Background: an optimization exercise with open tools, aiming at a short achievable clock period. Do not read the settings as production practice. The RTL was checked by simulation tests, not by an equivalence proof against the original design. Power and IR drop assume default switching activity.

$ cat flow/design.v
`timescale 1ns / 1ps
module KSPre(a, b, cin, p, G, P);
parameter N = 32;
parameter LV = 3;
input [N-1:0] a, b;
input cin;
output [N-1:0] p;
output [N:0] G, P;
assign p = a ^ b;
wire [N:0] g [0:LV];
wire [N:0] q [0:LV];
assign g[0] = {a & b, cin};
assign q[0] = {p, 1'b0};
genvar k, i;
generate
    for (k = 0; k < LV; k = k + 1) begin : g_lvl
        for (i = 0; i <= N; i = i + 1) begin : g_pos
            if (i >= (1 << k)) begin : g_cmb
                assign g[k+1][i] = g[k][i] | (q[k][i] & g[k][i - (1 << k)]);
                assign q[k+1][i] = q[k][i] & q[k][i - (1 << k)];
            end else begin : g_cpy
                assign g[k+1][i] = g[k][i];
                assign q[k+1][i] = q[k][i];
            end
        end
    end
endgenerate
assign G = g[LV];
assign P = q[LV];
endmodule
module KSPost(p, G, P, s, co);
parameter N = 32;
parameter LV = 3;    
parameter L = 6;     
input [N-1:0] p;
input [N:0] G, P;
output [N-1:0] s;
output co;
wire [N:0] g [LV:L];
wire [N:0] q [LV:L];
assign g[LV] = G;
assign q[LV] = P;
genvar k, i;
generate
    for (k = LV; k < L; k = k + 1) begin : g_lvl
        for (i = 0; i <= N; i = i + 1) begin : g_pos
            if (i >= (1 << k)) begin : g_cmb
                assign g[k+1][i] = g[k][i] | (q[k][i] & g[k][i - (1 << k)]);
                assign q[k+1][i] = q[k][i] & q[k][i - (1 << k)];
            end else begin : g_cpy
                assign g[k+1][i] = g[k][i];
                assign q[k+1][i] = q[k][i];
            end
        end
    end
endgenerate
assign s = p ^ g[L][N-1:0];
assign co = g[L][N];
endmodule
module OpSel(sa, sb, Yf, a_cur, na_l2, na_l3, b_cur, b_l2, A, B);
input [3:0] sa;      
input [2:0] sb;      
input [31:0] Yf, a_cur, na_l2, na_l3, b_cur, b_l2;
output [31:0] A, B;
wire [31:0] ta0, ta1, ta2, ta3, tb0, tb1, tb2;
GND2 #(32) u_ta0(.a({32{sa[0]}}), .b(Yf), .y(ta0));
GND2 #(32) u_ta1(.a({32{sa[1]}}), .b(a_cur), .y(ta1));
GORNB #(32) u_ta2(.a(na_l2), .b({32{sa[2]}}), .y(ta2));
GORNB #(32) u_ta3(.a(na_l3), .b({32{sa[3]}}), .y(ta3));
GND4 #(32) u_a(.a(ta0), .b(ta1), .c(ta2), .d(ta3), .y(A));
GND2 #(32) u_tb0(.a({32{sb[0]}}), .b(Yf), .y(tb0));
GND2 #(32) u_tb1(.a({32{sb[1]}}), .b(b_cur), .y(tb1));
GND2 #(32) u_tb2(.a({32{sb[2]}}), .b(b_l2), .y(tb2));
GND3 #(32) u_b(.a(tb0), .b(tb1), .c(tb2), .y(B));
endmodule
module ALU(a_cur, na_l2, na_l3, b_cur, b_l2, Yf, sa, sb, ALU_ctrl, kill,
           yc, pa, Ga, Pa, ps, Gs, Ps, s_add, s_sub,
           shl, shr, sl0, sl1, sr0, sr1, kc, x1, x0);
input [31:0] a_cur, na_l2, na_l3, b_cur, b_l2, Yf;    
input [3:0] sa;      
input [2:0] sb;      
input [5:0] ALU_ctrl;
input kill;
output [31:0] yc;
output [31:0] pa, ps;
output [32:0] Ga, Pa, Gs, Ps;
output s_add, s_sub;
output [31:0] shl, shr;
output sl0, sl1, sr0, sr1;
output kc, x1, x0;
wire [31:0] A, B, Ax, Bx;
OpSel u_opa(.sa(sa), .sb(sb), .Yf(Yf), .a_cur(a_cur), .na_l2(na_l2), .na_l3(na_l3),
            .b_cur(b_cur), .b_l2(b_l2), .A(Ax), .B(Bx));
OpSel u_opb(.sa(sa), .sb(sb), .Yf(Yf), .a_cur(a_cur), .na_l2(na_l2), .na_l3(na_l3),
            .b_cur(b_cur), .b_l2(b_l2), .A(A), .B(B));
wire [18:0] o;
genvar n;
generate
    for (n = 0; n < 19; n = n + 1) begin : g_dec
        assign o[n] = ~kill & (ALU_ctrl == n);
    end
endgenerate
KSPre #(32, 3) u_add(.a(Ax), .b(Bx), .cin(1'b0), .p(pa), .G(Ga), .P(Pa));
KSPre #(32, 3) u_sub(.a(Ax), .b(~Bx), .cin(1'b1), .p(ps), .G(Gs), .P(Ps));
assign s_add = o[1];
assign s_sub = o[2];
assign yc = {32{o[3]}} & (A & B)
          | {32{o[4]}} & (A | B)
          | {32{o[5]}} & (A ^ B)
          | {32{o[9]}} & {A[30:0], A[31]}
          | {32{o[10]}} & {A[0], A[31:1]}
          | {32{o[14]}} & 32'hFFFFFFFE;
wire eq = (A == B);
wire sd = A[31] ^ B[31];
wire s_ugt = o[11] | o[15] | (o[12] & ~sd);
wire s_nugt = o[14] | o[18] | (o[13] & ~sd);
assign kc = (o[12] & sd & B[31]) | (o[13] & sd & ~B[31]) | (s_nugt & eq);
assign x1 = (s_ugt & ~eq) | o[17];
assign x0 = s_nugt | o[16];
wire [2:0] bigc = {|b_l2[31:5], |b_cur[31:5], |Yf[31:5]};
wire big = |(sb & bigc);
assign shl = A << B[3:0];
assign shr = A >> B[3:0];
assign sl0 = o[6] & ~big & ~B[4];
assign sl1 = o[6] & ~big & B[4];
assign sr0 = (o[7] | o[8]) & ~big & ~B[4];
assign sr1 = (o[7] | o[8]) & ~big & B[4];
endmodule
module ALU_fin(yc, pa, Ga, Pa, ps, Gs, Ps, s_add, s_sub,
               shl, shr, sl0, sl1, sr0, sr1, kc, x1, x0, Y);
input [31:0] yc;
input [31:0] pa, ps;
input [32:0] Ga, Pa, Gs, Ps;
input s_add, s_sub;
input [31:0] shl, shr;
input sl0, sl1, sr0, sr1;
input kc, x1, x0;
output [31:0] Y;
wire [31:0] sum, dif;
wire co_add, ge;
KSPost #(32, 3, 6) u_add(.p(pa), .G(Ga), .P(Pa), .s(sum), .co(co_add));
KSPost #(32, 3, 6) u_sub(.p(ps), .G(Gs), .P(Ps), .s(dif), .co(ge));
wire cmp = kc | (ge ? x1 : x0);
wire [31:0] ysh = {32{sl0}} & shl | {32{sl1}} & {shl[15:0], 16'd0}
                | {32{sr0}} & shr | {32{sr1}} & {16'd0, shr[31:16]};
assign Y = yc | ysh | {32{s_add}} & sum | {32{s_sub}} & dif | {31'd0, cmp};
endmodule
`timescale 1ns / 1ps
module Reg_File(sel, data, dout);
parameter N = 32;
parameter W = 32;
parameter INV = 0;
input [N-1:0] sel;
input [N*W-1:0] data;
output [W-1:0] dout;
wire [W*N/2-1:0] t1;
genvar i;
generate
    for (i = 0; i < N / 2; i = i + 1) begin : g_t1
        GA22OI #(W) u(.a({W{sel[2*i]}}), .b(data[W*(2*i) +: W]),
                      .c({W{sel[2*i+1]}}), .d(data[W*(2*i+1) +: W]), .y(t1[W*i +: W]));
    end
    if (N == 32) begin : g_n32
        wire [4*W-1:0] t2;
        for (i = 0; i < 4; i = i + 1) begin : g_t2
            GND4 #(W) u(.a(t1[W*(4*i) +: W]), .b(t1[W*(4*i+1) +: W]),
                        .c(t1[W*(4*i+2) +: W]), .d(t1[W*(4*i+3) +: W]), .y(t2[W*i +: W]));
        end
        if (INV) begin : g_inv
            GNR4 #(W) u(.a(t2[0 +: W]), .b(t2[W +: W]), .c(t2[2*W +: W]), .d(t2[3*W +: W]), .y(dout));
        end else begin : g_true
            wire [2*W-1:0] t3;
            GNR2 #(W) u0(.a(t2[0 +: W]), .b(t2[W +: W]), .y(t3[0 +: W]));
            GNR2 #(W) u1(.a(t2[2*W +: W]), .b(t2[3*W +: W]), .y(t3[W +: W]));
            GND2 #(W) u2(.a(t3[0 +: W]), .b(t3[W +: W]), .y(dout));
        end
    end else if (N == 8) begin : g_n8
        if (INV) begin : g_inv
            wire [2*W-1:0] t2;
            GND2 #(W) u0(.a(t1[0 +: W]), .b(t1[W +: W]), .y(t2[0 +: W]));
            GND2 #(W) u1(.a(t1[2*W +: W]), .b(t1[3*W +: W]), .y(t2[W +: W]));
            GNR2 #(W) u2(.a(t2[0 +: W]), .b(t2[W +: W]), .y(dout));
        end else begin : g_true
            GND4 #(W) u(.a(t1[0 +: W]), .b(t1[W +: W]), .c(t1[2*W +: W]), .d(t1[3*W +: W]), .y(dout));
        end
    end else begin : g_n4
        if (INV) begin : g_inv
            GAN2 #(W) u(.a(t1[0 +: W]), .b(t1[W +: W]), .y(dout));
        end else begin : g_true
            GND2 #(W) u(.a(t1[0 +: W]), .b(t1[W +: W]), .y(dout));
        end
    end
endgenerate
endmodule
module GA22OI(a, b, c, d, y);
parameter W = 32;
input [W-1:0] a, b, c, d;
output [W-1:0] y;
assign y = ~((a & b) | (c & d));
endmodule
module GND2(a, b, y);
parameter W = 32;
input [W-1:0] a, b;
output [W-1:0] y;
assign y = ~(a & b);
endmodule
module GND3(a, b, c, y);
parameter W = 32;
input [W-1:0] a, b, c;
output [W-1:0] y;
assign y = ~(a & b & c);
endmodule
module GND4(a, b, c, d, y);
parameter W = 32;
input [W-1:0] a, b, c, d;
output [W-1:0] y;
assign y = ~(a & b & c & d);
endmodule
module GNR2(a, b, y);
parameter W = 32;
input [W-1:0] a, b;
output [W-1:0] y;
assign y = ~(a | b);
endmodule
module GNR4(a, b, c, d, y);
parameter W = 32;
input [W-1:0] a, b, c, d;
output [W-1:0] y;
assign y = ~(a | b | c | d);
endmodule
module GAN2(a, b, y);
parameter W = 32;
input [W-1:0] a, b;
output [W-1:0] y;
assign y = a & b;
endmodule
module GORNB(a, b, y);
parameter W = 32;
input [W-1:0] a, b;
output [W-1:0] y;
assign y = a | ~b;
endmodule
`timescale 1ns / 1ps
module R_triadic(P, OUT, temp, clk, rst, p5);
input clk, rst, p5;
input [3:0] P;
input [7:0] temp;
output [15:0] OUT;
reg [31:0] IR;
reg [31:0] rs1_oh, rs2_oh, rd_oh;
reg [3:0] rs1_hi;    
reg [7:0] rs1_lo;    
reg f_a, f_b, e_a2, e_a3;
reg [31:0] RFile [31:0];
reg [31:0] yc;
reg [31:0] pa, ps;
reg [32:0] Ga, Pa, Gs, Ps;
reg s_add, s_sub;
reg [31:0] shl, shr;
reg sl0, sl1, sr0, sr1;
reg kc, x1, x0;
wire [31:0] Y, Yo;
ALU_fin fin_y(.yc(yc), .pa(pa), .Ga(Ga), .Pa(Pa), .ps(ps), .Gs(Gs), .Ps(Ps),
              .s_add(s_add), .s_sub(s_sub),
              .shl(shl), .shr(shr), .sl0(sl0), .sl1(sl1), .sr0(sr0), .sr1(sr1),
              .kc(kc), .x1(x1), .x0(x0), .Y(Y));
ALU_fin fin_o(.yc(yc), .pa(pa), .Ga(Ga), .Pa(Pa), .ps(ps), .Gs(Gs), .Ps(Ps),
              .s_add(s_add), .s_sub(s_sub),
              .shl(shl), .shr(shr), .sl0(sl0), .sl1(sl1), .sr0(sr0), .sr1(sr1),
              .kc(kc), .x1(x1), .x0(x0), .Y(Yo));
wire [15:0] o_lo, o_hi;
GND2 #(16) u_olo(.a({16{p5}}), .b(Yo[15:0]), .y(o_lo));      
GORNB #(16) u_ohi(.a({16{p5}}), .b(Yo[31:16]), .y(o_hi));    
GND2 #(16) u_out(.a(o_lo), .b(o_hi), .y(OUT));
reg [31:0] IR_n;
always @* begin
    IR_n = IR;
    if (rst)
        IR_n = 32'd0;
    else if (P[0])
        IR_n[7:0] = temp;
    else if (P[1])
        IR_n[15:8] = temp;
    else if (P[2])
        IR_n[23:16] = temp;
    else if (P[3])
        IR_n[31:24] = temp;
end
wire [1023:0] Rc;
genvar j;
generate
    for (j = 0; j < 32; j = j + 1) begin : g_rf
        assign Rc[32*j +: 32] = RFile[j];
        always @(posedge clk) begin
            if (rst)
                RFile[j] <= j;
            else if (rd_oh[j])
                RFile[j] <= Y;
        end
    end
endgenerate
wire ld2 = ~P[0] & ~P[1] & P[2];
wire ld3 = ~P[0] & ~P[1] & ~P[2] & P[3];
wire ldn = ~ld2 & ~ld3;
wire [31:0] t32 = 32'd1 << temp[4:0];
wire [7:0] t8 = 8'd1 << temp[7:5];
wire [3:0] t4 = 4'd1 << temp[1:0];
wire [31:0] a_cur, b_cur, b_l2, na_l2, na_l3;
Reg_File #(32, 32, 0) rd_a(.sel(rs1_oh), .data(Rc), .dout(a_cur));
Reg_File #(32, 32, 0) rd_b(.sel(rs2_oh), .data(Rc), .dout(b_cur));
Reg_File #(32, 32, 0) rd_bl(.sel(t32), .data(Rc), .dout(b_l2));
wire [255:0] a8;
wire [127:0] a4;
genvar k;
generate
    for (k = 0; k < 8; k = k + 1) begin : g_a8
        Reg_File #(4, 32, 0) rd(.sel(rs1_hi),
            .data({Rc[32*(24+k) +: 32], Rc[32*(16+k) +: 32], Rc[32*(8+k) +: 32], Rc[32*k +: 32]}),
            .dout(a8[32*k +: 32]));
    end
    for (k = 0; k < 4; k = k + 1) begin : g_a4
        Reg_File #(8, 32, 0) rd(.sel(rs1_lo), .data(Rc[256*k +: 256]), .dout(a4[32*k +: 32]));
    end
endgenerate
Reg_File #(8, 32, 1) rd_al2(.sel(t8), .data(a8), .dout(na_l2));
Reg_File #(4, 32, 1) rd_al3(.sel(t4), .data(a4), .dout(na_l3));
wire fwd_a = ldn & f_a | ld2 & e_a2 & (temp[7:5] == IR[13:11])
           | ld3 & e_a3 & (temp[1:0] == IR[15:14]);
wire fwd_b = ~ld2 & f_b | ld2 & (temp[4:0] == IR[15:11]);
wire [5:0] op_n = P[0] ? temp[5:0] : IR[5:0];
wire [31:0] yc_n, shl_n, shr_n, pa_n, ps_n;
wire [32:0] Ga_n, Pa_n, Gs_n, Ps_n;
wire s_add_n, s_sub_n, sl0_n, sl1_n, sr0_n, sr1_n, kc_n, x1_n, x0_n;
ALU Alu(.a_cur(a_cur), .na_l2(na_l2), .na_l3(na_l3), .b_cur(b_cur), .b_l2(b_l2), .Yf(Y),
        .sa({ld3 & ~fwd_a, ld2 & ~fwd_a, ldn & ~fwd_a, fwd_a}),
        .sb({ld2 & ~fwd_b, ~ld2 & ~fwd_b, fwd_b}), .ALU_ctrl(op_n), .kill(rst),
        .yc(yc_n), .pa(pa_n), .Ga(Ga_n), .Pa(Pa_n), .ps(ps_n), .Gs(Gs_n), .Ps(Ps_n),
        .s_add(s_add_n), .s_sub(s_sub_n),
        .shl(shl_n), .shr(shr_n), .sl0(sl0_n), .sl1(sl1_n), .sr0(sr0_n), .sr1(sr1_n),
        .kc(kc_n), .x1(x1_n), .x0(x0_n));
generate
    for (j = 0; j < 32; j = j + 1) begin : g_oh
        always @(posedge clk) begin
            rd_oh[j] <= (IR_n[15:11] == j);
            rs1_oh[j] <= (IR_n[25:21] == j);
            rs2_oh[j] <= (IR_n[20:16] == j);
        end
    end
endgenerate
always @(posedge clk) begin
    IR <= IR_n;
    rs1_hi <= 4'd1 << IR_n[25:24];
    rs1_lo <= 8'd1 << IR_n[23:21];
    f_a <= (IR_n[25:21] == IR_n[15:11]);
    f_b <= (IR_n[20:16] == IR_n[15:11]);
    e_a2 <= (IR_n[25:24] == IR_n[15:14]);
    e_a3 <= (IR_n[23:21] == IR_n[13:11]);
    yc <= yc_n;
    pa <= pa_n;
    Ga <= Ga_n;
    Pa <= Pa_n;
    ps <= ps_n;
    Gs <= Gs_n;
    Ps <= Ps_n;
    s_add <= s_add_n;
    s_sub <= s_sub_n;
    shl <= shl_n;
    shr <= shr_n;
    sl0 <= sl0_n;
    sl1 <= sl1_n;
    sr0 <= sr0_n;
    sr1 <= sr1_n;
    kc <= kc_n;
    x1 <= x1_n;
    x0 <= x0_n;
end
endmodule
$ cat flow/run.sh
#!/bin/bash
# synth_recipe.tcl (not shown) runs the flow's synth.tcl, then flattens the netlist and writes it again
# the make line also repeats each setting of config.mk as NAME=value (left out here)
make -C /OpenROAD-flow-scripts/flow DESIGN_CONFIG=/design/flow/config.mk WORK_HOME=/design/flow/orfs CLKGATE_MAP_FILE= SYNTH_SCRIPT=/design/flow/synth_recipe.tcl finish
$ cat flow/config.mk
export PLATFORM = sky130hd
export DESIGN_NAME = R_triadic
export DESIGN_NICKNAME = R_triadic
export VERILOG_FILES = /design/flow/design.v
export SDC_FILE = /design/flow/constraint.sdc
export NUM_CORES = 4
export LEC_CHECK = 0
export ABC_CLOCK_PERIOD_IN_PS = 4000
export CAP_MARGIN = 20
export CELL_PAD_IN_SITES_DETAIL_PLACEMENT = 1
export CELL_PAD_IN_SITES_GLOBAL_PLACEMENT = 1
export CORE_MARGIN = 2
export CORE_UTILIZATION = 30
export PLACE_DENSITY = 0.45
export SETUP_SLACK_MARGIN = 5
export SLEW_MARGIN = 20
export SYNTH_HIERARCHICAL = 1
$ cat flow/constraint.sdc
create_clock -name core_clock -period 9.0 [get_ports {clk}]
set_input_delay 1.8000 -clock core_clock [delete_from_list [all_inputs] [get_ports {clk}]]
set_output_delay 1.8000 -clock core_clock [all_outputs]
set_load 0.01 [all_outputs]
==> impl_results.md, run 1 <==
- Detailed-routing wirelength on met1: 309 mm
- Residual DRC: 0
- Maximum number of pins on one net before global-route repair: 168
- Number of warning messages in the yosys log: 10
- Violation count after the first detailed-route iteration: 13,900
- Endpoint of the worst setup timing path: x1
- Number of instances in the synthesized netlist: 10,400
- Maximum number of buffers from clock root to sink: 4
- Switching power: 6.60 mW
- DIE AREA: 343,000 µm²
- Shortest clock period the worst path allows after layout: 4.78 ns
- Unrepaired setup endpoints after global routing: true
- Share of layout cells above drive strength 1: 45.1%
- Number of routed nets with antenna violations: 0
- Arrival @ worst endpoint: 5.62 ns
- Fin nets: 11,200
- Reg-to-reg startpoint: rs1_lo[2]
- PortBufs: 30
- Post-detailed-route via-to-cell ratio: 6.90
- TNS Setup: 0 ns
- Startpoint-to-endpoint class of the critical path: reg -> reg
- Hold violation total from the final report: 0
- Clock Skews: 0.0626 ns
- Required time at the worst-slack endpoint: 9.84 ns
- Syn Area/Cell: 9.79 µm²
- Share of power burned in the clock network: 43.6%
- Clock buffer count from CTS: 191
- Internal power: 12.8 mW
- Minimum setup slack among reg-to-reg paths: 4.22 ns
- Chip Height: 586 µm
- Clock transition at the register clock pins on the worst setup and hold paths after CTS: 0.06 ns
- Met2 WL: 314 mm
- Crit path launch type: register
- Initial antenna violation count: 43
- Worst-margin pin slew: 1.34 ns
- Number of core rows: 213
- Capture point of the worst reg-to-reg path: x1
- Critical path's most frequent cell: nand4_1
- Startpoint of the tightest hold check path: IR[17]
- Switch share: 34.1%
- GPL Wtd Cong: 0.968
- Post-layout util: 38.4%
- Via count of the first global-routing pass: 105,000
- Final period util: 53.2%
- Area of the core: 337,000 µm²
- Layout area overhead: 27.3%
- Global route total overflow: 0
- Cell with the largest stage delay on the worst path: nor4_4
- Boundary Pins: 31
- Number of sinks driven by the clock tree: 1,440
- Run status: complete, no violations
- First-pass GRT wire length: 1030 mm
- Final wirelength: 789 mm
- Fin area: 129,000 µm²
- Post-Place Cell Area: 111,000 µm²
- Hold_ws: 0.595 ns
- Leakage Power: 40.8 nW
- Cell Pwr Density: 150 nW/µm²
- Starting utilization of the core area: 30.2%
- Relative slew margins: 10.6%
- Initial DRT Pass Iterations: 9
- Length in cells of the worst reg-to-reg path: 14
- WP depth: 14
- Count of buffering cells on the critical path with inverters included: 3
- Class of the most critical hold timing path: reg -> reg
- Comb pwr share: 20.4%
- Uppermost signal routing layer after detailed routing: met5
- Crit path max fanout: 72
- Die Width: 586 µm
- CP delay by family, top: simple AND/OR/NAND/NOR gates
- Final setup violation count: 0
- Aggregate global-route resource usage: 44.3%
- Routed length on met3: 94.3 mm
- Worst-Skew Late Latency: 0.97 ns
- CTS H-Tree Depth: 4
- Worst path cell trace: buf_12 > a22oi_2 > nand4_1 > a22oi_2 > and2_1 > nand2b_1 > nand4_1 > buf_12 > inv_1 > ha_4 > nor4_4 > nand4_1 > nor2_4 > o32ai_2
- Sequential share of power: 36.0%
- Highest ir drop seen on vdd: 0.000148 V
- Critical path origin: rs1_lo[2]
- Syn Std Cell Area: 102,000 µm²
- Largest stage delay, worst path: 0.56 ns
- Vias post-DR: 109,000
- Cell chosen for the clock root: clkbuf_16
- Clock tree from TritonCTS: yes
- Critical path capture point type: register
- Timing-limited maximum frequency: 209 MHz
- Half-perimeter wire length after detailed placement: 499 mm
- Number of max-cap violations: 0
- Max-slew violation count: 0
- Routed WL per cell: 50.1 µm
-- repair_timing --
| item | CTS | global route |
|---|---|---|
| hold buffers | 0 | 0 |
| gates resized for setup | 888 | 446 |
| pin swaps | 314 | 418 |
| gates cloned | 32 | 7 |
| setup endpoints to repair | 297 | 225 |
| setup buffers | 366 | 173 |
-- cells in the final DEF (no fill, tap or decap), types with 32 or more instances in the layout --
master / n
nor2_1: 1230
nor4_1: 44
a21oi_1: 71
a21oi_4: 37
dfxtp_1: 1281
a21oi_2: 53
nand2_4: 54
inv_2: 45
nand3_2: 52
nand2_1: 867
o21a_1: 38
buf_12: 182
clkbuf_8: 36
nand2_2: 50
o21ai_0: 33
dfxtp_4: 130
diode_2: 39
and2_1: 32
xor2_1: 93
buf_16: 50
a21o_1: 48
inv_1: 75
nand4_1: 639
a22oi_2: 2764
ha_4: 88
ha_1: 41
nand3_4: 44
nand2b_1: 154
clkbuf_16: 203
mux2i_1: 1045
nor2_2: 44
a22oi_1: 119
mux4_2: 72
buf_4: 526
nand3_1: 45
o21ai_1: 53
nor2_4: 83
clkbuf_1: 41
buf_6: 161
-- how the worst min path moves through the flow --
| stage | to | slack, ns | cells past startpoint |
|---|---|---|---|
| after floorplan | IR[17] | 0.53 | 2 |
| after global placement | IR[17] | 0.58 | 2 |
| after detailed placement | IR[17] | 0.58 | 2 |
| after CTS | IR[17] | 0.59 | 2 |
| after global routing | RFile[13][17] | 0.67 | 2 |
| final | IR[17] | 0.59 | 2 |
-- metrics by stage --
step / total power [mW] / cells / worst slack (ns)
final: 19.4 / 15800 / 4.22
after floorplan: 8.42 / 10400 / 3.29
after CTS: 19.0 / 15600 / 4.44
after global placement: 9.94 / 14800 / 0.598
after detailed placement: 9.95 / 14800 / 0.481
after global routing: 19.7 / 15700 / 4.43
-- sequential cells by signal, summed over array words and instances (netlist names), 8 cells and up --
signal,cells
RFile,1024
rs1_oh,32
rd_oh,32
Ps,25
yc,32
IR,21
Pa,24
rs2_oh,32
ps,32
shl,32
shr,32
Ga,32
Gs,33
rs1_lo,8
pa,32
-- power groups by stage --
stage	registers (mW)	clock network [mW]	logic (mW)
floorplan	6.96	0	1.46
global placement	7.07	0	2.87
detailed placement	7.08	0	2.87
CTS	6.95	8.50	3.54
global route	6.98	8.74	3.98
finish	6.98	8.44	3.96
-- metal layers --
layer / vias up / global-route usage, %
met4: 23 / 33.9
met1: 56300 / 54.1
met3: 2619 / 17.5
met5: - / 0.364
li1: 41900 / -
met2: 7968 / 61.6
-- worst min-delay path, cell delays in order, from the launching register on --
cell      delay [ns]
dfxtp_1         0.30
nand2b_1        0.06
mux2i_1         0.15
-- final cells by class --
cell class	instances	area [µm²]
diodes	39	97.6
fillers	36900	207000
repair buffers	965	11600
flip-flops and latches	1440	29400
clock buffers	270	5490
clock inverters	80	1140
multi-input cells	8326	75400
well taps	4515	5650
inverters	132	538
repair inverters	2	17.5
==> inputs of run 2 (changes only) <==
--- a/flow/design.v
+++ b/flow/design.v
@@ -58,24 +58,24 @@
 assign co = g[L][N];
 endmodule
-module OpSel(sa, sb, Yf, a_cur, na_l2, na_l3, b_cur, b_l2, A, B);
+module OpSel(sa, sb, Yf, na_cur, na_l2, na_l3, nb_cur, nb_l2, A, B);
 input [3:0] sa;      
 input [2:0] sb;      
-input [31:0] Yf, a_cur, na_l2, na_l3, b_cur, b_l2;
+input [31:0] Yf, na_cur, na_l2, na_l3, nb_cur, nb_l2;
 output [31:0] A, B;
 wire [31:0] ta0, ta1, ta2, ta3, tb0, tb1, tb2;
 GND2 #(32) u_ta0(.a({32{sa[0]}}), .b(Yf), .y(ta0));
-GND2 #(32) u_ta1(.a({32{sa[1]}}), .b(a_cur), .y(ta1));
+GORNB #(32) u_ta1(.a(na_cur), .b({32{sa[1]}}), .y(ta1));
 GORNB #(32) u_ta2(.a(na_l2), .b({32{sa[2]}}), .y(ta2));
 GORNB #(32) u_ta3(.a(na_l3), .b({32{sa[3]}}), .y(ta3));
 GND4 #(32) u_a(.a(ta0), .b(ta1), .c(ta2), .d(ta3), .y(A));
 GND2 #(32) u_tb0(.a({32{sb[0]}}), .b(Yf), .y(tb0));
-GND2 #(32) u_tb1(.a({32{sb[1]}}), .b(b_cur), .y(tb1));
-GND2 #(32) u_tb2(.a({32{sb[2]}}), .b(b_l2), .y(tb2));
+GORNB #(32) u_tb1(.a(nb_cur), .b({32{sb[1]}}), .y(tb1));
+GORNB #(32) u_tb2(.a(nb_l2), .b({32{sb[2]}}), .y(tb2));
 GND3 #(32) u_b(.a(tb0), .b(tb1), .c(tb2), .y(B));
 endmodule
-module ALU(a_cur, na_l2, na_l3, b_cur, b_l2, Yf, sa, sb, ALU_ctrl, kill,
+module ALU(na_cur, na_l2, na_l3, nb_cur, nb_l2, Yf, sa, sb, ALU_ctrl, kill,
            yc, pa, Ga, Pa, ps, Gs, Ps, s_add, s_sub,
            shl, shr, sl0, sl1, sr0, sr1, kc, x1, x0);
-input [31:0] a_cur, na_l2, na_l3, b_cur, b_l2, Yf;    
+input [31:0] na_cur, na_l2, na_l3, nb_cur, nb_l2, Yf;    
 input [3:0] sa;      
 input [2:0] sb;      
@@ -90,8 +90,8 @@
 output kc, x1, x0;
 wire [31:0] A, B, Ax, Bx;
-OpSel u_opa(.sa(sa), .sb(sb), .Yf(Yf), .a_cur(a_cur), .na_l2(na_l2), .na_l3(na_l3),
-            .b_cur(b_cur), .b_l2(b_l2), .A(Ax), .B(Bx));
-OpSel u_opb(.sa(sa), .sb(sb), .Yf(Yf), .a_cur(a_cur), .na_l2(na_l2), .na_l3(na_l3),
-            .b_cur(b_cur), .b_l2(b_l2), .A(A), .B(B));
+OpSel u_opa(.sa(sa), .sb(sb), .Yf(Yf), .na_cur(na_cur), .na_l2(na_l2), .na_l3(na_l3),
+            .nb_cur(nb_cur), .nb_l2(nb_l2), .A(Ax), .B(Bx));
+OpSel u_opb(.sa(sa), .sb(sb), .Yf(Yf), .na_cur(na_cur), .na_l2(na_l2), .na_l3(na_l3),
+            .nb_cur(nb_cur), .nb_l2(nb_l2), .A(A), .B(B));
 wire [18:0] o;
 genvar n;
@@ -118,5 +118,5 @@
 assign x1 = (s_ugt & ~eq) | o[17];
 assign x0 = s_nugt | o[16];
-wire [2:0] bigc = {|b_l2[31:5], |b_cur[31:5], |Yf[31:5]};
+wire [2:0] bigc = {~&nb_l2[31:5], ~&nb_cur[31:5], |Yf[31:5]};
 wire big = |(sb & bigc);
 assign shl = A << B[3:0];
@@ -170,8 +170,5 @@
             GNR4 #(W) u(.a(t2[0 +: W]), .b(t2[W +: W]), .c(t2[2*W +: W]), .d(t2[3*W +: W]), .y(dout));
         end else begin : g_true
-            wire [2*W-1:0] t3;
-            GNR2 #(W) u0(.a(t2[0 +: W]), .b(t2[W +: W]), .y(t3[0 +: W]));
-            GNR2 #(W) u1(.a(t2[2*W +: W]), .b(t2[3*W +: W]), .y(t3[W +: W]));
-            GND2 #(W) u2(.a(t3[0 +: W]), .b(t3[W +: W]), .y(dout));
+            GOR4 #(W) u(.a(t2[0 +: W]), .b(t2[W +: W]), .c(t2[2*W +: W]), .d(t2[3*W +: W]), .y(dout));
         end
     end else if (N == 8) begin : g_n8
@@ -229,4 +226,10 @@
 assign y = ~(a | b | c | d);
 endmodule
+module GOR4(a, b, c, d, y);
+parameter W = 32;
+input [W-1:0] a, b, c, d;
+output [W-1:0] y;
+assign y = a | b | c | d;
+endmodule
 module GAN2(a, b, y);
 parameter W = 32;
@@ -269,8 +272,5 @@
               .shl(shl), .shr(shr), .sl0(sl0), .sl1(sl1), .sr0(sr0), .sr1(sr1),
               .kc(kc), .x1(x1), .x0(x0), .Y(Yo));
-wire [15:0] o_lo, o_hi;
-GND2 #(16) u_olo(.a({16{p5}}), .b(Yo[15:0]), .y(o_lo));      
-GORNB #(16) u_ohi(.a({16{p5}}), .b(Yo[31:16]), .y(o_hi));    
-GND2 #(16) u_out(.a(o_lo), .b(o_hi), .y(OUT));
+assign OUT = p5 ? Yo[15:0] : Yo[31:16];
 reg [31:0] IR_n;
 always @* begin
@@ -306,8 +306,8 @@
 wire [7:0] t8 = 8'd1 << temp[7:5];
 wire [3:0] t4 = 4'd1 << temp[1:0];
-wire [31:0] a_cur, b_cur, b_l2, na_l2, na_l3;
-Reg_File #(32, 32, 0) rd_a(.sel(rs1_oh), .data(Rc), .dout(a_cur));
-Reg_File #(32, 32, 0) rd_b(.sel(rs2_oh), .data(Rc), .dout(b_cur));
-Reg_File #(32, 32, 0) rd_bl(.sel(t32), .data(Rc), .dout(b_l2));
+wire [31:0] na_cur, nb_cur, nb_l2, na_l2, na_l3;
+Reg_File #(32, 32, 1) rd_a(.sel(rs1_oh), .data(Rc), .dout(na_cur));
+Reg_File #(32, 32, 1) rd_b(.sel(rs2_oh), .data(Rc), .dout(nb_cur));
+Reg_File #(32, 32, 1) rd_bl(.sel(t32), .data(Rc), .dout(nb_l2));
 wire [255:0] a8;
 wire [127:0] a4;
@@ -332,5 +332,5 @@
 wire [32:0] Ga_n, Pa_n, Gs_n, Ps_n;
 wire s_add_n, s_sub_n, sl0_n, sl1_n, sr0_n, sr1_n, kc_n, x1_n, x0_n;
-ALU Alu(.a_cur(a_cur), .na_l2(na_l2), .na_l3(na_l3), .b_cur(b_cur), .b_l2(b_l2), .Yf(Y),
+ALU Alu(.na_cur(na_cur), .na_l2(na_l2), .na_l3(na_l3), .nb_cur(nb_cur), .nb_l2(nb_l2), .Yf(Y),
         .sa({ld3 & ~fwd_a, ld2 & ~fwd_a, ldn & ~fwd_a, fwd_a}),
         .sb({ld2 & ~fwd_b, ~ld2 & ~fwd_b, fwd_b}), .ALU_ctrl(op_n), .kill(rst),
--- a/flow/config.mk
+++ b/flow/config.mk
@@ -7,5 +7,5 @@
 export LEC_CHECK = 0
 export ABC_CLOCK_PERIOD_IN_PS = 4000
-export CAP_MARGIN = 20
+export CAP_MARGIN = 40
 export CELL_PAD_IN_SITES_DETAIL_PLACEMENT = 1
 export CELL_PAD_IN_SITES_GLOBAL_PLACEMENT = 1
@@ -14,4 +14,4 @@
 export PLACE_DENSITY = 0.45
 export SETUP_SLACK_MARGIN = 5
-export SLEW_MARGIN = 20
+export SLEW_MARGIN = 40
 export SYNTH_HIERARCHICAL = 1
==> run 2 against run 1 <==
  * Clock skew barely moved
  * Still clean on timing, DRC and antenna
  * Clock power up 2.6%
  * Via count increased by 0.13%
  * Critical path type unchanged
  * Sequential share of layout area fell by 0.27 points
  * Synthesized cell count decreased by 2.1%
  * Power shrank 1.4%
  * Utilization up 0.15 points
==> impl_results.md, run 2 <==
- Final period util: 51.9% (-1.2 points)
- Initial DRT Pass Iterations: 9 (unchanged)
- Highest ir drop seen on vdd: 0.000150 V (+1.1%)
- Most flops, register: RFile
- Global Route met2 Usage: 61.8% (+0.17 points)
- Initial antenna violation count: 35 (-19%)
- GPL Wtd Cong: 0.980 (+1.2%)
- Post-layout util: 38.5% (+0.15 points)
- Worst-Skew Late Latency: 1.00 ns (+0.03 ns)
- Maximum number of buffers from clock root to sink: 4 (unchanged)
- Leakage Power: 41.1 nW (+0.56%)
- Routed WL per cell: 50.7 µm (+1.2%)
- Max-slew violation count: 0 (unchanged)
- Clock Skews: 0.0630 ns (+0.000384 ns)
- Fin nets: 11,000 (-1.6%)
- Count of placed standard cells in the final layout, fillers left out: 15,600 (-1.0%)
- Number of max-cap violations: 0 (unchanged)
- Violation count after the first detailed-route iteration: 14,600 (+4.5%)
- Class of the most critical hold timing path: reg -> reg
- Number of sinks driven by the clock tree: 1,440 (unchanged)
- Critical path capture point type: register
- Residual DRC: 0 (unchanged)
- PortBufs: 30 (unchanged)
- Run status: complete, no violations
- Boundary Pins: 31 (unchanged)
- Number of instances in the synthesized netlist: 10,200 (-2.1%)
- Highest-count cells in the layout ignoring fill and taps: a22oi_2 (2,765), dfxtp_1 (1,281), nor2_1 (1,082)
- Final setup violation count: 0 (unchanged)
- Final wirelength: 791 mm (+0.14%)
- Cell Pwr Density: 146 nW/µm² (-2.6%)
- Number of warning messages in the yosys log: 10 (unchanged)
- Aggregate global-route resource usage: 43.7% (-0.51 points)
- Hold_ws: 0.649 ns (+0.0539 ns)
- Clock transition at the register clock pins on the worst setup and hold paths after CTS: 0.06 ns (about the same)
- Unrepaired setup endpoints after global routing: true
- Worst-margin pin slew: 1.02 ns (-0.317 ns)
- Chip Height: 587 µm (+0.28%)
- Global routing met1 resource utilization: 54.3% (+0.14 points)
- Final critical-path setup slack: 4.33 ns (+0.110 ns)
- Post-detailed-route via-to-cell ratio: 6.98 (+1.2%)
- Commonest non-fill, non-tap cell in the layout: a22oi_2
- Via count of the first global-routing pass: 105,000 (+0.52%)
- Layer with the highest usage: met2
- Crit path max fanout: 28 (-61%)
- CTS H-Tree Depth: 4 (unchanged)
- Clock buffer count from CTS: 190 (-0.52%)
- DIE AREA: 345,000 µm² (+0.56%)
- Fraction of met3 tracks used by global routing: 16.8% (-0.66 points)
- Largest registers in the final layout: RFile: 1024 flops, Gs: 33 flops
- Number of routed nets with antenna violations: 0 (unchanged)
- Arrival @ worst endpoint: 5.38 ns (-0.24 ns)
- Largest register FFs: 1,024 (unchanged)
- Global route total overflow: 0 (unchanged)
- Syn Area/Cell: 10.1 µm² (+2.8%)
- Clock tree from TritonCTS: yes
- Layout area overhead: 28.1%
- Starting utilization of the core area: 30.1% (-0.066 points)
- Required time at the worst-slack endpoint: 9.70 ns (-0.14 ns)
- Share of layout cells above drive strength 1: 46.8% (+1.6 points)
- First-pass GRT wire length: 1030 mm (+0.15%)
- Die Width: 587 µm (+0.28%)
- Area of the core: 339,000 µm² (+0.79%)
- Place WS: 1.39 ns (+0.912 ns)
- Hold violation total from the final report: 0 (unchanged)
- Timing-limited maximum frequency: 214 MHz (+2.4%)
- Filler cells: 36,900 (+0.0081%)
- Maximum number of pins on one net before global-route repair: 173 (+3.0%)
- Vias post-DR: 109,000 (+0.13%)
- Syn Std Cell Area: 102,000 µm² (+0.57%)
- Relative slew margins: 31.7% (+21 points)
- Shortest clock period the worst path allows after layout: 4.67 ns (-0.110 ns)
- Number of core rows: 214 (+0.47%)
- Crit path launch type: register
- Half-perimeter wire length after detailed placement: 512 mm (+2.6%)
- TNS Setup: 0 ns (unchanged)
- Cell Count Post-Placement: 14,600 (-1.0%)
- Startpoint-to-endpoint class of the critical path: reg -> reg
- Cell chosen for the clock root: clkbuf_16
[run 2: power by group]
group / leakage, nW / internal, mW / switching [mW]
clock: 3.32 / 5.12 / 3.54
combinational: 26.0 / 1.23 / 2.26
sequential: 11.7 / 6.55 / 0.397
[run 2: area by class of cell]
class	instances	area (µm²)	share of cell area, %
diodes	32	80.1	0.0612
clock buffers	253	5340	4.09
clock inverters	96	1480	1.13
inverters	132	558	0.427
multi-input cells	8099	75900	58.1
flip-flops and latches	1440	29300	22.4
well taps	4536	5680	4.34
repair buffers	1017	12300	9.44
repair inverters	2	17.5	0.0134
[run 2: critical path, stage by stage (launching register included)]
cell	delay (ns)
dfxtp_4	0.80
buf_6	0.44
buf_8	0.48
a22oi_2	0.16
nand4_1	0.33
a22oi_2	0.19
and2_1	0.23
nand2b_1	0.15
nand4_1	0.10
buf_4	0.28
inv_1	0.12
ha_4	0.26
a222oi_1	0.32
o2111ai_2	0.39
[run 2: repair_timing]
item / CTS / global route
pin swaps: 430 / 303
cloned: 40 / 5
resized for setup: 981 / 243
buffers inserted: 380 / 147
setup endpoints to repair: 403 / 561
hold buffers: 0 / 0
[run 2: worst paths after layout]
kind / start / to / slack, ns / cells past startpoint
worst max-delay path: rs1_lo[0] / yc[12] / 4.33 / 13
worst min-delay path: RFile[27][31] / RFile[27][31] / 0.65 / 2
worst min register to register: RFile[27][31] / RFile[27][31] / 0.65 / 2
worst max register to register: rs1_lo[0] / yc[12] / 4.33 / 13
[run 2: per-stage QoR]
step | power (mW) | area (µm²)
finish | 19.1 | 131000
global route | 19.5 | 131000
CTS | 18.9 | 128000
detailed placement | 9.72 | 113000
global placement | 9.68 | 112000
floorplan | 8.43 | 104000
[run 2: routing by layer]
| metal | wire [µm] | part of all wire [%] |
|---|---|---|
| met1 | 314000 | 40 |
| met2 | 318000 | 40 |
| met3 | 91900 | 12 |
| met4 | 66400 | 8.4 |
| met5 | 923 | 0.12 |

port drivers added, routing unchanged:
How much do the figures lean on ideal ports? The routed layouts below were timed once more, with nothing changed but the port constraints. Step 1 (the two cells are an assumption about what drives the block):
set clk [get_ports {clk}]
set_driving_cell -lib_cell sky130_fd_sc_hd__clkbuf_16 $clk
set_driving_cell -lib_cell sky130_fd_sc_hd__buf_2 [delete_from_list [all_inputs] $clk]
Step 2 adds t to the input delays and takes it off the output delays; t is the mean of the earliest and latest rising clock arrival at the registers after step 1. Input paths then give back, and output paths get back, about the clock's delay inside the block. a / b / c = no drivers / after step 1 / after step 2; a / b = the first two.
run | t (ns) | setup slack, ns | clock arrival spread, ns | worst register clock-pin slew, ns
run 1 | 1.057 | 4.216 / 4.216 / 3.227 | 0.074 / 0.074 | 0.07 / 0.07
run 2 | 1.070 | 4.326 / 4.326 / 3.331 | 0.077 / 0.077 | 0.07 / 0.07
After both steps setup and hold are still met in every run listed. For run 2, which loses most, drivers alone change the setup slack by 0.000 ns; drivers and shift together by -0.995 ns.
